Context: an optimization exercise on an open-source flow, tuned for small area. The choices shown serve that exercise and are no tape-out recipe.
At most, simulation tests tie the RTL to the original design; equivalence was not proved.
The RTL of run 1 was laid out without a check of its function.
Power figures rest on the tool's default switching activity, not on a simulated workload.

==> flow/design.v (outline; a module is shown in full before it is edited, if it fits) <==
// module HandwashSensor: 749 lines
module HandwashSensor(
    input clk,
    input reset,
    input acceptLeftHandDistance,
    input [15:0] leftHandDistance,
    input acceptLeftHandGain,
    input [7:0] leftHandGain,
    input acceptRightHandDistance,
    input [15:0] rightHandDistance,
    input acceptRightHandGain,
    input [7:0] rightHandGain,
    output waterOn
);
  // ...
==> flow/flow/run.sh <==
#!/bin/bash
# Own layout flow: the standard synthesis, then its combinational logic
# is rebuilt as an explicit gate netlist (flow/mulgen.py: the same adder
# tree as the RTL, with inverted partial products so the full adders chain
# without inverters, and carry-selected test flags), then the standard
# layout steps from floorplan to finish, with buf_1 port buffers and a
# clock tree of clkbuf_4/clkbuf_8 without dummy loads.
set -euo pipefail
BOUNDS=13,18
RES=orfs/results/${FLOW_PLATFORM}/HandwashSensor/base
LIB=${FLOW_HOME}/platforms/${FLOW_PLATFORM}/lib/sky130_fd_sc_hd__tt_025C_1v80.lib
YOSYS=$(command -v yosys || echo "${FLOW_HOME}/../tools/install/yosys/bin/yosys")

bash standard.sh synth > 1_standard_synth.log 2>&1
cp "$RES/1_2_yosys.v" standard_netlist.v
python3 flow/mulgen.py net "$BOUNDS" standard_netlist.v net_pre.v > 2_mulgen.log 2>&1
MAP_LIB="$LIB" MAP_IN=net_pre.v MAP_TOP="$FLOW_TOP" MAP_OUT=net_post.v \
  "$YOSYS" -c flow/map.ys.tcl > 3_map_yosys.log 2>&1
cp net_post.v "$RES/1_2_yosys.v"
rm -f "$RES/1_synth.odb" "$RES/1_synth.sdc"
bash standard.sh finish \
  "BUFFER_PORTS_ARGS=-buffer_cell sky130_fd_sc_hd__buf_1" \
  "CTS_ARGS=-sink_clustering_enable -repair_clock_nets -dont_use_dummy_load -buf_list {sky130_fd_sc_hd__clkbuf_4 sky130_fd_sc_hd__clkbuf_8}" \
  > 4_layout.log 2>&1
==> flow/flow/map.ys.tcl <==
# Map the tail logic of the rewritten netlist; cells already instantiated stay as they are.
set lib $::env(MAP_LIB)
yosys read_liberty -lib $lib
yosys read_verilog $::env(MAP_IN)
yosys hierarchy -check -top $::env(MAP_TOP)
yosys proc
yosys opt -fast
yosys techmap
yosys opt -fast
yosys abc -liberty $lib -dont_use sky130_fd_sc_hd__probe_p_8 -dont_use sky130_fd_sc_hd__probec_p_8 -dont_use sky130_fd_sc_hd__lpflow_* -D 100 mgcar_*
yosys abc -liberty $lib -dont_use sky130_fd_sc_hd__probe_p_8 -dont_use sky130_fd_sc_hd__probec_p_8 -dont_use sky130_fd_sc_hd__lpflow_* -D 7000 $::env(MAP_TOP) mgfin_*
yosys scratchpad -set flatten.separator _
yosys flatten
yosys opt_clean -purge
yosys hilomap -singleton -hicell sky130_fd_sc_hd__conb_1 HI -locell sky130_fd_sc_hd__conb_1 LO
yosys splitnets
yosys opt_clean -purge
yosys stat -liberty $lib
yosys check -assert
yosys write_verilog -noattr -nohex -nodec $::env(MAP_OUT)
==> flow/standard.sh <==
#!/bin/bash
# synth_recipe.tcl (not shown) runs the flow's synth.tcl, then flattens the netlist and writes it again
# the make line also repeats each setting of config.mk as NAME=value (left out here)
make -C /OpenROAD-flow-scripts/flow DESIGN_CONFIG=/design/flow/config.mk WORK_HOME=/design/flow/orfs CLKGATE_MAP_FILE= SYNTH_SCRIPT=/design/flow/synth_recipe.tcl "${@:-finish}"
==> flow/config.mk <==
export PLATFORM = sky130hd
export DESIGN_NAME = HandwashSensor
export DESIGN_NICKNAME = HandwashSensor
export VERILOG_FILES = /design/flow/design.v
export SDC_FILE = /design/flow/constraint.sdc
export NUM_CORES = 4
export LEC_CHECK = 0
export CAP_MARGIN = 20
export CORE_MARGIN = 2
export CORE_UTILIZATION = 40
export GPL_TIMING_DRIVEN = 0
export SLEW_MARGIN = 20
==> flow/constraint.sdc <==
create_clock -name core_clock -period 7.0 [get_ports {clk}]
set_input_delay 1.4000 -clock core_clock [delete_from_list [all_inputs] [get_ports {clk}]]
set_output_delay 1.4000 -clock core_clock [all_outputs]
set_load 0.01 [all_outputs]
Not shown: flow/flow/mulgen.py
==> flow_summary_export.csv, run 1 <==
group,metric,value,unit
critical_path,cp_slowest_cell,"dfxtp_4",
critical_path,cp-start-kind,"flop",
drt,wl_met3,696,um
critical_path,crit_type,"reg2reg",
run_status,status,"complete, no violations",
floorplan,start_util,40.8,%
grt,grt_usage,19.4,%
critical_path,reg2reg_slack,0.25,ns
clocking,cts_hold_buf,0,
clocking,clkTransAtPathRegs,0.10,ns
floorplan,die-height,137,um
clocking,post_cts_resize_count,10,
floorplan,rows,48,
power_and_ir_drop,fin_total_pwr,0.746,mW
power_and_ir_drop,swShare,37.7,%
placement,gp_congestion,0.790,
power_and_ir_drop,maxPowerGroup,"registers",
final_layout,utilization,44.6,%
hold_path,hp-start,"rightHandGainHeld[2]",
sta,maxSlewHeadroom,31.1,%
critical_path,reg2reg_to,"waterOnReg",
drt,wl_per_cell,17.4,um
sta,fin_skew,0.0138,ns
critical_path,crit_end,"waterOnReg",
yosys,syn_area,7060,sq um
power_and_ir_drop,p_comb_share,30.2,%
placement,place_area,7550,sq um
final_layout,multiInputGateArea,6100,sq um
grt,busiest_layer,"met2",
sta,rsz0062_at_grt,"false",
yosys,yosysWarnings,1,
power_and_ir_drop,vdd_drop_max,0.0000699,V
sta,hold_viol,0,
floorplan,die_area,18700,sq um
drt,drc,0,
sta,finalWorstSetupSlack,0.251,ns
floorplan,ios,55,
==> run 2, diff against run 1 <==
--- a/flow/design.v
+++ b/flow/design.v
@@ -255,18 +255,18 @@
 wire l_c97 = (l_pp_10_1 & l_pp_11_0) | ((l_pp_10_1 | l_pp_11_0) & l_c79);
 wire l_s98 = l_pp_10_1 ^ l_pp_11_0 ^ l_c79;
 wire l_c99 = (l_c81 & l_s94) | ((l_c81 | l_s94) & l_s96);
 wire l_s100 = l_c81 ^ l_s94 ^ l_s96;
 wire l_c101 = (l_c83 & l_c85) | ((l_c83 | l_c85) & l_s98);
 wire l_s102 = l_c83 ^ l_c85 ^ l_s98;
 wire l_c103 = (l_s100 & l_c87) | ((l_s100 | l_c87) & l_s102);
 wire l_s104 = l_s100 ^ l_c87 ^ l_s102;
-wire l_c105 = (l_c89 & l_s104) | ((l_c89 | l_s104) & l_c91);
-wire l_s106 = l_c89 ^ l_s104 ^ l_c91;
+wire l_c105 = l_c89 & l_s104;
+wire l_s106 = l_c89 ^ l_s104;
 wire l_c107 = (l_pp_5_7 & l_pp_6_6) | ((l_pp_5_7 | l_pp_6_6) & l_pp_7_5);
 wire l_s108 = l_pp_5_7 ^ l_pp_6_6 ^ l_pp_7_5;
 wire l_c109 = (l_pp_8_4 & l_pp_9_3) | ((l_pp_8_4 | l_pp_9_3) & l_pp_10_2);
 wire l_s110 = l_pp_8_4 ^ l_pp_9_3 ^ l_pp_10_2;
 wire l_c111 = (l_pp_11_1 & l_pp_12_0) | ((l_pp_11_1 | l_pp_12_0) & l_c93);
 wire l_s112 = l_pp_11_1 ^ l_pp_12_0 ^ l_c93;
 wire l_c113 = (l_c95 & l_s108) | ((l_c95 | l_s108) & l_s110);
 wire l_s114 = l_c95 ^ l_s108 ^ l_s110;
@@ -283,18 +283,18 @@
 wire l_c125 = (l_pp_12_1 & l_pp_13_0) | ((l_pp_12_1 | l_pp_13_0) & l_c107);
 wire l_s126 = l_pp_12_1 ^ l_pp_13_0 ^ l_c107;
 wire l_c127 = (l_c109 & l_s122) | ((l_c109 | l_s122) & l_s124);
 wire l_s128 = l_c109 ^ l_s122 ^ l_s124;
 wire l_c129 = (l_c111 & l_c113) | ((l_c111 | l_c113) & l_s126);
 wire l_s130 = l_c111 ^ l_c113 ^ l_s126;
 wire l_c131 = (l_s128 & l_c115) | ((l_s128 | l_c115) & l_s130);
 wire l_s132 = l_s128 ^ l_c115 ^ l_s130;
-wire l_c133 = l_c117 & l_s132;
-wire l_s134 = l_c117 ^ l_s132;
+wire l_c133 = (l_c117 & l_s132) | ((l_c117 | l_s132) & l_c119);
+wire l_s134 = l_c117 ^ l_s132 ^ l_c119;
 wire l_c135 = (l_pp_7_7 & l_pp_8_6) | ((l_pp_7_7 | l_pp_8_6) & l_pp_9_5);
 wire l_s136 = l_pp_7_7 ^ l_pp_8_6 ^ l_pp_9_5;
 wire l_c137 = (l_pp_10_4 & l_pp_11_3) | ((l_pp_10_4 | l_pp_11_3) & l_pp_12_2);
 wire l_s138 = l_pp_10_4 ^ l_pp_11_3 ^ l_pp_12_2;
 wire l_c139 = (l_pp_13_1 & l_pp_14_0) | ((l_pp_13_1 | l_pp_14_0) & l_c121);
 wire l_s140 = l_pp_13_1 ^ l_pp_14_0 ^ l_c121;
 wire l_c141 = (l_c123 & l_s136) | ((l_c123 | l_s136) & l_s138);
 wire l_s142 = l_c123 ^ l_s136 ^ l_s138;
@@ -337,28 +337,28 @@
 wire l_c179 = (l_pp_13_4 & l_pp_14_3) | ((l_pp_13_4 | l_pp_14_3) & l_pp_15_2);
 wire l_s180 = l_pp_13_4 ^ l_pp_14_3 ^ l_pp_15_2;
 wire l_c181 = (l_c163 & l_c165) | ((l_c163 | l_c165) & l_s178);
 wire l_s182 = l_c163 ^ l_c165 ^ l_s178;
 wire l_c183 = (l_s180 & l_c167) | ((l_s180 | l_c167) & l_c169);
 wire l_s184 = l_s180 ^ l_c167 ^ l_c169;
 wire l_c185 = (l_s182 & l_c171) | ((l_s182 | l_c171) & l_s184);
 wire l_s186 = l_s182 ^ l_c171 ^ l_s184;
-wire l_c187 = (l_c173 & l_s186) | ((l_c173 | l_s186) & l_c175);
-wire l_s188 = l_c173 ^ l_s186 ^ l_c175;
+wire l_c187 = l_c173 & l_s186;
+wire l_s188 = l_c173 ^ l_s186;
 wire l_c189 = (l_pp_11_7 & l_pp_12_6) | ((l_pp_11_7 | l_pp_12_6) & l_pp_13_5);
 wire l_s190 = l_pp_11_7 ^ l_pp_12_6 ^ l_pp_13_5;
 wire l_c191 = (l_pp_14_4 & l_pp_15_3) | ((l_pp_14_4 | l_pp_15_3) & l_c177);
 wire l_s192 = l_pp_14_4 ^ l_pp_15_3 ^ l_c177;
 wire l_c193 = (l_c179 & l_s190) | ((l_c179 | l_s190) & l_c181);
 wire l_s194 = l_c179 ^ l_s190 ^ l_c181;
 wire l_c195 = (l_s192 & l_c183) | ((l_s192 | l_c183) & l_s194);
 wire l_s196 = l_s192 ^ l_c183 ^ l_s194;
-wire l_c197 = l_c185 & l_s196;
-wire l_s198 = l_c185 ^ l_s196;
+wire l_c197 = (l_c185 & l_s196) | ((l_c185 | l_s196) & l_c187);
+wire l_s198 = l_c185 ^ l_s196 ^ l_c187;
 wire l_c199 = (l_pp_12_7 & l_pp_13_6) | ((l_pp_12_7 | l_pp_13_6) & l_pp_14_5);
 wire l_s200 = l_pp_12_7 ^ l_pp_13_6 ^ l_pp_14_5;
 wire l_c201 = (l_pp_15_4 & l_c189) | ((l_pp_15_4 | l_c189) & l_s200);
 wire l_s202 = l_pp_15_4 ^ l_c189 ^ l_s200;
 wire l_c203 = (l_c191 & l_s202) | ((l_c191 | l_s202) & l_c193);
 wire l_s204 = l_c191 ^ l_s202 ^ l_c193;
 wire l_c205 = (l_c195 & l_s204) | ((l_c195 | l_s204) & l_c197);
 wire l_s206 = l_c195 ^ l_s204 ^ l_c197;
@@ -368,23 +368,23 @@
 wire l_s210 = l_c199 ^ l_s208 ^ l_c201;
 wire l_c211 = (l_s210 & l_c203) | ((l_s210 | l_c203) & l_c205);
 wire l_s212 = l_s210 ^ l_c203 ^ l_c205;
 wire l_c213 = (l_pp_14_7 & l_pp_15_6) | ((l_pp_14_7 | l_pp_15_6) & l_c207);
 wire l_s214 = l_pp_14_7 ^ l_pp_15_6 ^ l_c207;
 wire l_c215 = (l_s214 & l_c209) | ((l_s214 | l_c209) & l_c211);
 wire l_s216 = l_s214 ^ l_c209 ^ l_c211;
 wire l_s217 = l_pp_15_7 ^ l_c213 ^ l_c215;
-wire [5:0] l_sec0 = {l_s120, l_s106, l_s92, l_s78, l_s64, l_s50};
-wire l_cin1 = l_c119;
-wire [5:0] l_sec1_sum = {l_s188, l_s176, l_s162, l_s148, l_s134} + l_cin1;
-wire [4:0] l_sec1 = l_sec1_sum[4:0];
-wire l_cin2 = l_c187 | l_sec1_sum[5];
-wire [5:0] l_sec2_sum = {l_s217, l_s216, l_s212, l_s206, l_s198} + l_cin2;
-wire [4:0] l_sec2 = l_sec2_sum[4:0];
+wire [3:0] l_sec0 = {l_s92, l_s78, l_s64, l_s50};
+wire l_cin1 = l_c91;
+wire [6:0] l_sec1_sum = {l_s176, l_s162, l_s148, l_s134, l_s120, l_s106} + l_cin1;
+wire [5:0] l_sec1 = l_sec1_sum[5:0];
+wire l_cin2 = l_c175 | l_sec1_sum[6];
+wire [6:0] l_sec2_sum = {l_s217, l_s216, l_s212, l_s206, l_s198, l_s188} + l_cin2;
+wire [5:0] l_sec2 = l_sec2_sum[5:0];
 wire [15:0] lHand = {l_sec2, l_sec1, l_sec0};
 wire l_nonZero = lHand != 16'd0;
 wire l_belowThreshold = lHand < 16'd1500;
 wire r_pp_0_0 = rightHandDistanceHeld[0] & rightHandGainHeld[0];
 wire r_pp_0_1 = rightHandDistanceHeld[0] & rightHandGainHeld[1];
 wire r_pp_0_2 = rightHandDistanceHeld[0] & rightHandGainHeld[2];
 wire r_pp_0_3 = rightHandDistanceHeld[0] & rightHandGainHeld[3];
 wire r_pp_0_4 = rightHandDistanceHeld[0] & rightHandGainHeld[4];
@@ -610,18 +610,18 @@
 wire r_c97 = (r_pp_10_1 & r_pp_11_0) | ((r_pp_10_1 | r_pp_11_0) & r_c79);
 wire r_s98 = r_pp_10_1 ^ r_pp_11_0 ^ r_c79;
 wire r_c99 = (r_c81 & r_s94) | ((r_c81 | r_s94) & r_s96);
 wire r_s100 = r_c81 ^ r_s94 ^ r_s96;
 wire r_c101 = (r_c83 & r_c85) | ((r_c83 | r_c85) & r_s98);
 wire r_s102 = r_c83 ^ r_c85 ^ r_s98;
 wire r_c103 = (r_s100 & r_c87) | ((r_s100 | r_c87) & r_s102);
 wire r_s104 = r_s100 ^ r_c87 ^ r_s102;
-wire r_c105 = (r_c89 & r_s104) | ((r_c89 | r_s104) & r_c91);
-wire r_s106 = r_c89 ^ r_s104 ^ r_c91;
+wire r_c105 = r_c89 & r_s104;
+wire r_s106 = r_c89 ^ r_s104;
 wire r_c107 = (r_pp_5_7 & r_pp_6_6) | ((r_pp_5_7 | r_pp_6_6) & r_pp_7_5);
 wire r_s108 = r_pp_5_7 ^ r_pp_6_6 ^ r_pp_7_5;
 wire r_c109 = (r_pp_8_4 & r_pp_9_3) | ((r_pp_8_4 | r_pp_9_3) & r_pp_10_2);
 wire r_s110 = r_pp_8_4 ^ r_pp_9_3 ^ r_pp_10_2;
 wire r_c111 = (r_pp_11_1 & r_pp_12_0) | ((r_pp_11_1 | r_pp_12_0) & r_c93);
 wire r_s112 = r_pp_11_1 ^ r_pp_12_0 ^ r_c93;
 wire r_c113 = (r_c95 & r_s108) | ((r_c95 | r_s108) & r_s110);
 wire r_s114 = r_c95 ^ r_s108 ^ r_s110;
@@ -638,18 +638,18 @@
 wire r_c125 = (r_pp_12_1 & r_pp_13_0) | ((r_pp_12_1 | r_pp_13_0) & r_c107);
 wire r_s126 = r_pp_12_1 ^ r_pp_13_0 ^ r_c107;
 wire r_c127 = (r_c109 & r_s122) | ((r_c109 | r_s122) & r_s124);
 wire r_s128 = r_c109 ^ r_s122 ^ r_s124;
 wire r_c129 = (r_c111 & r_c113) | ((r_c111 | r_c113) & r_s126);
 wire r_s130 = r_c111 ^ r_c113 ^ r_s126;
 wire r_c131 = (r_s128 & r_c115) | ((r_s128 | r_c115) & r_s130);
 wire r_s132 = r_s128 ^ r_c115 ^ r_s130;
-wire r_c133 = r_c117 & r_s132;
-wire r_s134 = r_c117 ^ r_s132;
+wire r_c133 = (r_c117 & r_s132) | ((r_c117 | r_s132) & r_c119);
+wire r_s134 = r_c117 ^ r_s132 ^ r_c119;
 wire r_c135 = (r_pp_7_7 & r_pp_8_6) | ((r_pp_7_7 | r_pp_8_6) & r_pp_9_5);
 wire r_s136 = r_pp_7_7 ^ r_pp_8_6 ^ r_pp_9_5;
 wire r_c137 = (r_pp_10_4 & r_pp_11_3) | ((r_pp_10_4 | r_pp_11_3) & r_pp_12_2);
 wire r_s138 = r_pp_10_4 ^ r_pp_11_3 ^ r_pp_12_2;
 wire r_c139 = (r_pp_13_1 & r_pp_14_0) | ((r_pp_13_1 | r_pp_14_0) & r_c121);
 wire r_s140 = r_pp_13_1 ^ r_pp_14_0 ^ r_c121;
 wire r_c141 = (r_c123 & r_s136) | ((r_c123 | r_s136) & r_s138);
 wire r_s142 = r_c123 ^ r_s136 ^ r_s138;
@@ -692,28 +692,28 @@
 wire r_c179 = (r_pp_13_4 & r_pp_14_3) | ((r_pp_13_4 | r_pp_14_3) & r_pp_15_2);
 wire r_s180 = r_pp_13_4 ^ r_pp_14_3 ^ r_pp_15_2;
 wire r_c181 = (r_c163 & r_c165) | ((r_c163 | r_c165) & r_s178);
 wire r_s182 = r_c163 ^ r_c165 ^ r_s178;
 wire r_c183 = (r_s180 & r_c167) | ((r_s180 | r_c167) & r_c169);
 wire r_s184 = r_s180 ^ r_c167 ^ r_c169;
 wire r_c185 = (r_s182 & r_c171) | ((r_s182 | r_c171) & r_s184);
 wire r_s186 = r_s182 ^ r_c171 ^ r_s184;
-wire r_c187 = (r_c173 & r_s186) | ((r_c173 | r_s186) & r_c175);
-wire r_s188 = r_c173 ^ r_s186 ^ r_c175;
+wire r_c187 = r_c173 & r_s186;
+wire r_s188 = r_c173 ^ r_s186;
 wire r_c189 = (r_pp_11_7 & r_pp_12_6) | ((r_pp_11_7 | r_pp_12_6) & r_pp_13_5);
 wire r_s190 = r_pp_11_7 ^ r_pp_12_6 ^ r_pp_13_5;
 wire r_c191 = (r_pp_14_4 & r_pp_15_3) | ((r_pp_14_4 | r_pp_15_3) & r_c177);
 wire r_s192 = r_pp_14_4 ^ r_pp_15_3 ^ r_c177;
 wire r_c193 = (r_c179 & r_s190) | ((r_c179 | r_s190) & r_c181);
 wire r_s194 = r_c179 ^ r_s190 ^ r_c181;
 wire r_c195 = (r_s192 & r_c183) | ((r_s192 | r_c183) & r_s194);
 wire r_s196 = r_s192 ^ r_c183 ^ r_s194;
-wire r_c197 = r_c185 & r_s196;
-wire r_s198 = r_c185 ^ r_s196;
+wire r_c197 = (r_c185 & r_s196) | ((r_c185 | r_s196) & r_c187);
+wire r_s198 = r_c185 ^ r_s196 ^ r_c187;
 wire r_c199 = (r_pp_12_7 & r_pp_13_6) | ((r_pp_12_7 | r_pp_13_6) & r_pp_14_5);
 wire r_s200 = r_pp_12_7 ^ r_pp_13_6 ^ r_pp_14_5;
 wire r_c201 = (r_pp_15_4 & r_c189) | ((r_pp_15_4 | r_c189) & r_s200);
 wire r_s202 = r_pp_15_4 ^ r_c189 ^ r_s200;
 wire r_c203 = (r_c191 & r_s202) | ((r_c191 | r_s202) & r_c193);
 wire r_s204 = r_c191 ^ r_s202 ^ r_c193;
 wire r_c205 = (r_c195 & r_s204) | ((r_c195 | r_s204) & r_c197);
 wire r_s206 = r_c195 ^ r_s204 ^ r_c197;
@@ -723,23 +723,23 @@
 wire r_s210 = r_c199 ^ r_s208 ^ r_c201;
 wire r_c211 = (r_s210 & r_c203) | ((r_s210 | r_c203) & r_c205);
 wire r_s212 = r_s210 ^ r_c203 ^ r_c205;
 wire r_c213 = (r_pp_14_7 & r_pp_15_6) | ((r_pp_14_7 | r_pp_15_6) & r_c207);
 wire r_s214 = r_pp_14_7 ^ r_pp_15_6 ^ r_c207;
 wire r_c215 = (r_s214 & r_c209) | ((r_s214 | r_c209) & r_c211);
 wire r_s216 = r_s214 ^ r_c209 ^ r_c211;
 wire r_s217 = r_pp_15_7 ^ r_c213 ^ r_c215;
-wire [5:0] r_sec0 = {r_s120, r_s106, r_s92, r_s78, r_s64, r_s50};
-wire r_cin1 = r_c119;
-wire [5:0] r_sec1_sum = {r_s188, r_s176, r_s162, r_s148, r_s134} + r_cin1;
-wire [4:0] r_sec1 = r_sec1_sum[4:0];
-wire r_cin2 = r_c187 | r_sec1_sum[5];
-wire [5:0] r_sec2_sum = {r_s217, r_s216, r_s212, r_s206, r_s198} + r_cin2;
-wire [4:0] r_sec2 = r_sec2_sum[4:0];
+wire [3:0] r_sec0 = {r_s92, r_s78, r_s64, r_s50};
+wire r_cin1 = r_c91;
+wire [6:0] r_sec1_sum = {r_s176, r_s162, r_s148, r_s134, r_s120, r_s106} + r_cin1;
+wire [5:0] r_sec1 = r_sec1_sum[5:0];
+wire r_cin2 = r_c175 | r_sec1_sum[6];
+wire [6:0] r_sec2_sum = {r_s217, r_s216, r_s212, r_s206, r_s198, r_s188} + r_cin2;
+wire [5:0] r_sec2 = r_sec2_sum[5:0];
 wire [15:0] rHand = {r_sec2, r_sec1, r_sec0};
 wire r_nonZero = rHand != 16'd0;
 wire r_belowThreshold = rHand < 16'd1500;
 reg waterOnReg;
 always @(posedge clk) begin
     if (reset)
         waterOnReg <= 1'b0;
     else
--- a/flow/flow/run.sh
+++ b/flow/flow/run.sh
@@ -1,17 +1,17 @@
 #!/bin/bash
 # Own layout flow: the standard synthesis, then its combinational logic
 # is rebuilt as an explicit gate netlist (flow/mulgen.py: the same adder
 # tree as the RTL, with inverted partial products so the full adders chain
 # without inverters, and carry-selected test flags), then the standard
 # layout steps from floorplan to finish, with buf_1 port buffers and a
 # clock tree of clkbuf_4/clkbuf_8 without dummy loads.
 set -euo pipefail
-BOUNDS=13,18
+BOUNDS=11,17
 RES=orfs/results/${FLOW_PLATFORM}/HandwashSensor/base
 LIB=${FLOW_HOME}/platforms/${FLOW_PLATFORM}/lib/sky130_fd_sc_hd__tt_025C_1v80.lib
 YOSYS=$(command -v yosys || echo "${FLOW_HOME}/../tools/install/yosys/bin/yosys")
 
 bash standard.sh synth > 1_standard_synth.log 2>&1
 cp "$RES/1_2_yosys.v" standard_netlist.v
 python3 flow/mulgen.py net "$BOUNDS" standard_netlist.v net_pre.v > 2_mulgen.log 2>&1
 MAP_LIB="$LIB" MAP_IN=net_pre.v MAP_TOP="$FLOW_TOP" MAP_OUT=net_post.v \
==> flow/flow/map.ys.tcl (replaced) <==
# Map the tail logic of the rewritten netlist; cells already instantiated stay as they are.
set lib $::env(MAP_LIB)
yosys read_liberty -lib $lib
yosys read_verilog $::env(MAP_IN)
yosys hierarchy -check -top $::env(MAP_TOP)
yosys proc
yosys opt -fast
yosys techmap
yosys opt -fast
yosys abc -liberty $lib -dont_use sky130_fd_sc_hd__probe_p_8 -dont_use sky130_fd_sc_hd__probec_p_8 -dont_use sky130_fd_sc_hd__lpflow_* -D 7000
yosys scratchpad -set flatten.separator _
yosys flatten
yosys opt_clean -purge
yosys hilomap -singleton -hicell sky130_fd_sc_hd__conb_1 HI -locell sky130_fd_sc_hd__conb_1 LO
yosys splitnets
yosys opt_clean -purge
yosys stat -liberty $lib
yosys check -assert
yosys write_verilog -noattr -nohex -nodec $::env(MAP_OUT)
--- a/flow/flow/mulgen.py
+++ b/flow/flow/mulgen.py
@@ -161,146 +161,102 @@
         self.wires.add(w)
         return w
 
     def named(self, w):
         self.wires.add(w)
         return w
 
 
-def net_tail(N, p, bounds, final, cuts, pol, early, fin, cars, carinst):
+def net_tail(N, p, bounds, final, cuts, pol, early, fin):
     """Test flags of one hand.  early: assigns of constant comparisons on
     each section's carry-free sum (mapped by ABC, off the critical path);
     explicit cells for the carry recurrence and the carry-selected flags;
     fin: the last combination, mapped by ABC in a module of its own."""
     secs = sections(bounds)
 
     def sig(x):
         net, inv = pol[x]
         return f"~{net}" if inv else net
     carry = None        # (net, inverted) carry into the current section
     fins = []           # per section: (Z, L, E) net names, or None for constant
-    flags, muxes = {}, {}
     for j, (a, w, k) in enumerate(secs):
         S = N.named(f"{p}_s{j}")
         bits = [sig(final[c][1]) for c in range(a, a + w)]
         early.append(f"wire [{w-1}:0] {S} = {{{', '.join(reversed(bits))}}};")
         all1 = (1 << w) - 1
 
         def flag(name, expr):
-            if expr not in flags:
-                n = N.named(f"{p}_{name}{j}")
-                early.append(f"assign {n} = {expr};")
-                flags[expr] = n
-            return flags[expr]
+            n = N.named(f"{p}_{name}{j}")
+            early.append(f"assign {n} = {expr};")
+            return n
         if j == 0:
             z = flag("Z", f"{S} == {w}'d0")
             l = flag("L", f"{S} < {w}'d{k}") if k else None
             e = flag("E", f"{S} == {w}'d{k}") if k else z
         else:
             z0 = flag("Za", f"{S} == {w}'d0")
             z1 = flag("Zb", f"{S} == {w}'d{all1}")
             if k:
                 l0 = flag("La", f"{S} < {w}'d{k}")
                 l1 = flag("Lb", f"({S} < {w}'d{k-1})" + (f" | ({S} == {w}'d{all1})"))
                 e0 = flag("Ea", f"{S} == {w}'d{k}")
                 e1 = flag("Eb", f"{S} == {w}'d{k-1}")
             cnet, cinv = carry
 
             def mux(f0, f1, name):
+                o = N.named(f"{p}_{name}{j}")
                 if cinv:
                     f0, f1 = f1, f0
-                key = (f0, f1, cnet)
-                if key not in muxes:
-                    o = N.named(f"{p}_{name}{j}")
-                    N.cell("mux2_1", {"A0": f0, "A1": f1, "S": cnet, "X": o})
-                    muxes[key] = o
-                return muxes[key]
+                N.cell("mux2_1", {"A0": f0, "A1": f1, "S": cnet, "X": o})
+                return o
             z = mux(z0, z1, "Z")
             if k:
                 l = mux(l0, l1, "L")
                 e = mux(e0, e1, "E")
             else:
                 l, e = None, z
         fins.append((z, l, e))
         # carry out of this section
         if a + w < 23:
             co_net, co_inv = pol_or(cuts[a + w][1], pol)
             if j == 0:
                 carry = (co_net, co_inv)
             else:
-                # c_next = cout0 | (c & all bits of the section's sum set),
-                # in a module of its own that ABC maps for speed
-                cnet, cinv = carry
+                # c_next = cout0 | (c & allones)
+                A = flag("A", f"{S} == {w}'d{all1}")
                 nc = N.named(f"{p}_c{j+1}")
-                ins = [("ci", cnet, cinv), ("co", co_net, co_inv)] + \
-                      [(f"b{i}",) + pol[final[c][1]] for i, c in enumerate(range(a, a + w))]
-                expr = lambda n, v: f"~{n}" if v else n
-                body = " & ".join(expr(x[0], x[2]) for x in ins[2:])
-                # the section's own carry out is the latest input: it meets
-                # the rest (carry in and all-ones, mapped by ABC) in one gate
-                ins = [ins[0]] + ins[2:]
-                xn = N.named(f"{p}_x{j+1}")
-                top = ins[-1]
-                if co_inv and top[2] and cinv:
-                    # c = ~(co_net & (ci_net | top_net | ~x)), x = the other
-                    # bits all set: carry in, last sum bit and carry out,
-                    # the latest signals, meet in one o31ai
-                    ins = ins[1:-1]
-                    body = " & ".join(expr(x[0], x[2]) for x in ins)
-                    cars.append(
-                        f"module mgcar_{p}{j}({', '.join(x[0] for x in ins)}, x);\n"
-                        f"  input {', '.join(x[0] for x in ins)};\n  output x;\n"
-                        f"  assign x = ~({body});\n"
-                        f"endmodule\n")
-                    pl = ", ".join(f".{x[0]}({x[1]})" for x in ins)
-                    carinst.append(f"  mgcar_{p}{j} mgcar_{p}{j}_u ({pl}, .x({xn}));")
-                    N.cell("o31ai_1", {"A1": cnet, "A2": top[1], "A3": xn, "B1": co_net, "Y": nc})
-                    carry = (nc, False)
-                    continue
-                if co_inv and top[2]:
-                    # c = ~(co_net & (top_net | ~x)), x = carry in & the
-                    # other bits all set: the section's last sum bit and
-                    # carry out, its latest signals, meet in one o21ai
-                    ins = ins[:-1]
-                    body = " & ".join(expr(x[0], x[2]) for x in ins[1:])
-                    cars.append(
-                        f"module mgcar_{p}{j}({', '.join(x[0] for x in ins)}, x);\n"
-                        f"  input {', '.join(x[0] for x in ins)};\n  output x;\n"
-                        f"  assign x = ~({expr('ci', cinv)} & {body});\n"
-                        f"endmodule\n")
-                    pl = ", ".join(f".{x[0]}({x[1]})" for x in ins)
-                    carinst.append(f"  mgcar_{p}{j} mgcar_{p}{j}_u ({pl}, .x({xn}));")
-                    N.cell("o21ai_0", {"A1": top[1], "A2": xn, "B1": co_net, "Y": nc})
+                cnet, cinv = carry
+                if not cinv and not co_inv:
+                    N.cell("a21o_1", {"A1": cnet, "A2": A, "B1": co_net, "X": nc})
                     carry = (nc, False)
-                    continue
-                cars.append(
-                    f"module mgcar_{p}{j}({', '.join(x[0] for x in ins)}, x);\n"
-                    f"  input {', '.join(x[0] for x in ins)};\n  output x;\n"
-                    f"  assign x = {expr('ci', cinv)} & {body};\n"
-                    f"endmodule\n")
-                pl = ", ".join(f".{x[0]}({x[1]})" for x in ins)
-                carinst.append(f"  mgcar_{p}{j} mgcar_{p}{j}_u ({pl}, .x({xn}));")
-                if co_inv:
-                    # c = x | ~co_net
-                    N.cell("nand2b_1", {"A_N": xn, "B": co_net, "Y": nc})
+                elif cinv and co_inv:
+                    # ~c_next = ~cout0 & (~c | ~A)
+                    An = flag("An", f"~({S} == {w}'d{all1})")
+                    N.cell("o21a_1", {"A1": cnet, "A2": An, "B1": co_net, "X": nc})
+                    carry = (nc, True)
                 else:
-                    N.cell("or2_1", {"A": xn, "B": co_net, "X": nc})
-                carry = (nc, False)
+                    # mixed polarity: let one inverter fix the carry in
+                    t = N.wire("ci")
+                    N.cell("inv_1", {"A": cnet, "Y": t})
+                    cnet = t
+                    cinv = not cinv
+                    if not cinv:
+                        N.cell("a21o_1", {"A1": cnet, "A2": A, "B1": co_net, "X": nc})
+                        carry = (nc, False)
+                    else:
+                        An = flag("An", f"~({S} == {w}'d{all1})")
+                        N.cell("o21a_1", {"A1": cnet, "A2": An, "B1": co_net, "X": nc})
+                        carry = (nc, True)
     # LT = L_top | E_top & (L_.. | E_.. & (...))
     lt = "1'b0"
     for z, l, e in fins:
         lt = f"({l} | ({e} & {lt}))" if l else f"({e} & {lt})"
     nz = " & ".join(z for z, _, _ in fins)
-    ins = []
-    for f in fins:
-        for x in f:
-            if x and x not in ins:
-                ins.append(x)
-    fin.append((p, ins, lt, f"~({nz})"))
+    fin.append((p, [x for f in fins for x in f if x], lt, f"~({nz})"))
 
 
 def pol_or(x, pol):
     return pol[x]
 
 
 def emit_net(bounds, std_netlist, out):
     """Rewrite the standard netlist: keep its ports and flip-flops, and
@@ -325,17 +281,17 @@
     for acc, inp, held, w in groups:
         load, keep = N.wire("load"), N.wire("keep")
         N.cell("nor2b_1", {"A": "reset", "B_N": acc, "Y": load})
         N.cell("nor2_1", {"A": acc, "B": "reset", "Y": keep})
         for i in range(w):
             b = f"{held}[{i}]"
             N.cell("a22o_1", {"A1": load, "A2": f"{inp}[{i}]", "B1": keep,
                               "B2": regs[b][2]["Q"], "X": dnet[b]})
-    early, fin, cars, carinst = [], [], [], []
+    early, fin = [], []
     for p, d, g in HANDS:
         ops, final, cuts = build(p, bounds)
         pol = {}    # signal -> (net, inverted)
         qd = [regs[f"{d}[{i}]"][2]["Q"] for i in range(16)]
         qg = [regs[f"{g}[{j}]"][2]["Q"] for j in range(8)]
         for i in range(16):
             for j in range(8):
                 n = N.wire(f"{p}pp")
@@ -388,17 +344,17 @@
                     if co:
                         nc = N.wire("c")
                         N.cell("or2_1", {"A": a, "B": b, "X": nc})
                         pol[co] = (nc, True)
                     if s:
                         ns = N.wire("s")
                         N.cell("xnor2_1", {"A": a, "B": b, "Y": ns})
                         pol[s] = (ns, True)
-        net_tail(N, p, bounds, final, cuts, pol, early, fin, cars, carinst)
+        net_tail(N, p, bounds, final, cuts, pol, early, fin)
     # final combination per hand in its own module (mapped by ABC apart)
     mods = []
     for p, ins, lt, nz in fin:
         mods.append(f"module mgfin_{p}({', '.join(ins)}, lt, nz);\n"
                     f"  input {', '.join(ins)};\n  output lt, nz;\n"
                     f"  assign lt = {lt};\n  assign nz = {nz};\nendmodule\n")
         N.cell_inst = None
     insts = []
@@ -421,20 +377,19 @@
     for v in sorted(N.wires | set(dnet.values())):
         if not re.match(r"[lr]_s\d+$", v):
             lines.append(f"  wire {v};")
     for base, (typ, name, pins) in regs.items():
         q = pins["Q"] + (" " if pins["Q"].startswith("\\") else "")
         lines.append(f"  {typ} {name} (.CLK({pins['CLK']}), .D({dnet[base]}), .Q({q}));")
     lines += N.cells
     lines += insts
-    lines += carinst
     lines += ["  " + x for x in early]
     lines.append("endmodule")
-    open(out, "w").write("\n".join(lines) + "\n\n" + "\n".join(mods + cars))
+    open(out, "w").write("\n".join(lines) + "\n\n" + "\n".join(mods))
 
 
 if __name__ == "__main__":
     cmd, bnd = sys.argv[1], [int(x) for x in sys.argv[2].split(",")]
     if cmd == "rtl":
         emit_rtl(bnd, sys.argv[3], sys.argv[4])
     else:
         emit_net(bnd, sys.argv[3], sys.argv[4])
==> flow_summary_export.csv, run 2 <==
group,metric,value,unit
drt,drc,0,
sta,setup_violations,0,
drt,drt-total-wl,17400,um
floorplan,die_w,138,um
grt,grt_max_degree,18,
clocking,clk_path_buf_depth,2,
yosys,syn_area,7160,sq um
sta,maxSlewHeadroom,46.3,%
critical_path,reg2reg_to,"waterOnReg",
hold_path,worst_hold_path_type,"reg2reg",
run,drv_cap,0,
final_layout,diodes,0,
clocking,clockRootBuffer,"clkbuf_8",
floorplan,start_util,41.1,%
final_layout,layout-drive-gt1-share,4.13,%
final_layout,nets,985,
clocking,cts_tree,"yes",
sta,min_period_over_period,96.3,%
final_layout,fin_area,7780,sq um
sta,hold_viol,0,
grt,grt_usage,20.4,%
floorplan,die-height,138,um
sta,fin_skew,0.0132,ns
critical_path,cp.required,7.22,ns
drt,first_iter_violations,246,
placement,place_ws,-0.166,ns
final_layout,final_cell_mix,"nand2_1, fa_1, buf_1",
clocking,cts.sinks,49,
hold_path,whs_path_depth,1,
final_layout,utilization,44.7,%
critical_path,critPathArrivalTime,6.97,ns
hold_path,hp-start,"leftHandDistanceHeld[6]",
drt,via_per_inst,5.56,
final_layout,top_regs,"leftHandDistanceHeld (16), rightHandDistanceHeld (16)",
sta,period_minus_slack,6.74,ns
grt,gr-total-overflow,0,
sta,worst_slew_pin_slew,0.802,ns
grt,grt_antenna_before_repair,0,
sta,max_clock_freq,0.148,GHz
yosys,syn_area_per_cell,10.8,sq um
critical_path,critPathCaptureType,"flop",
drt,drt_pass1_iterations,4,
clocking,cts_buffers,5,
drt,vias,5297,
grt,grt_pass1_vias,5883,
hold_path,hold_path_end,"leftHandDistanceHeld[6]",
sta,slew_violations,0,
final_layout,layout_commonest_cell,"nand2_1",
grt,grt_pass1_wl,29700,um
placement,portBuffers,54,
yosys,yosysWarnings,1,
floorplan,core-area,17400,sq um
critical_path,reg2reg_slack,0.26,ns
floorplan,ios,55,
critical_path,reg2regPathDepth,18,
clocking,clkTransAtPathRegs,0.09,ns
placement,place_area,7640,sq um
run_status,status,"complete, no violations",
clocking,clk_latency,0.33,ns
critical_path,cp-start-kind,"flop",
final_layout,synthToLayoutAreaGrowth,8.61,%
sta,finalWorstSetupSlack,0.258,ns
placement,gp_congestion,0.831,
sta,rsz0062_at_grt,"false",
yosys,syn-instance-count,666,
power_and_ir_drop,vdd_drop_max,0.0000866,V
drt,wl_per_cell,18.3,um
floorplan,rows,48,
critical_path,crit_type,"reg2reg",
drt,ant_nets,0,
power_and_ir_drop,powerDensity,98.1,nW/um^2
floorplan,die_area,19000,sq um
yosys,synth.net_count,922,
clocking,cts.htree.levels,2,
critical_path,r2r-start,"leftHandGainHeld[7]",
final_layout,fillers,1696,
critical_path,path_max_fanout,16,
sta,holdWs,0.618,ns
power_and_ir_drop,cellLeakagePower,1.47,nW
placement,dp_hpwl,13700,um
run 2: where the power goes:
part | internal [mW] | switching [mW]
combinational | 0.111 | 0.128
sequential | 0.297 | 0.0664
clock | 0.0647 | 0.0953
total | 0.473 | 0.290
run 2: worst max path at each step:
| stage | from | to | slack [ns] |
|---|---|---|---|
| after detailed placement | leftHandGainHeld[7] | waterOnReg | -0.17 |
| final | leftHandGainHeld[7] | waterOnReg | 0.26 |
| after CTS | leftHandGainHeld[7] | waterOnReg | 0.09 |
| after global routing | leftHandGainHeld[7] | waterOnReg | 0.0008 |
| after global placement | leftHandGainHeld[7] | waterOnReg | -0.09 |
| after floorplan | leftHandGainHeld[7] | waterOnReg | 0.50 |
run 2: area by class of cell:
class	count	area [sq um]	share of cell area, %
multi-input combinational	617	6190	79.6
sequential	49	1020	13.1
tap	225	282	3.62
timing repair buffer	56	218	2.80
clock buffer	5	68.8	0.885
run 2: what timing repair did:
action	in CTS	in global routing
hold buffers	0	0
gates resized for setup	6	19
endpoints found under the setup margin	1	1
pin swaps	0	0
setup buffers	0	2
run 2: worst max-delay path, cell delays in order (launching register included):
cell     delay (ns)
dfxtp_4        0.51
nand2_1        0.12
fa_1           0.51
fa_1           0.43
fa_1           0.53
fa_1           0.45
or2_1          0.24
fa_1           0.39
fa_1           0.40
fa_1           0.39
fa_1           0.41
xnor2_1        0.21
or4_1          0.60
or3_1          0.33
o21a_1         0.22
mux2_1         0.32
a21o_1         0.15
or2_1          0.21
and4b_1        0.21
run 2: through the flow:
step / total power, mW / std cells / setup TNS, ns
after floorplan: 0.519 / 666 / 0
after global placement: 0.595 / 945 / -0.0865
after detailed placement: 0.607 / 945 / -0.166
after CTS: 0.766 / 950 / 0
after global routing: 0.821 / 952 / 0
final: 0.763 / 952 / 0
run 2: per-layer routing:
metal	vias up	wire [um]	global-route usage (%)
li1	2295	-	-
met1	2810	7570	28.8
met2	168	8580	33.0
met3	24	1060	4.08
met4	0	245	4.20
met5	-	0	0

re-timing with driven ports:
The results above use ideal ports. As a check the final layouts listed here were re-extracted and re-timed, cells and wires unchanged.
Step 1: set_driving_cell puts a clkbuf_16 on clk and a buf_2 on each other input, an assumption about the parent block.
Step 2 adds t to the input delays and takes it off the output delays; t is the mean of the earliest and latest rising clock arrival at the registers after step 1. Input paths then give back, and output paths get back, about the clock's delay inside the block.
a / b / c = no drivers / after step 1 / after step 2; a / b = the first two.
| run | t (ns) | slack for setup (ns) | cell pins on the clock port's net |
|---|---|---|---|
| run 1 | 0.348 | 0.251 / 0.251 / 0.251 | 1 |
| run 2 | 0.351 | 0.258 / 0.258 / 0.258 | 1 |
After both steps setup and hold are still met in every run listed.
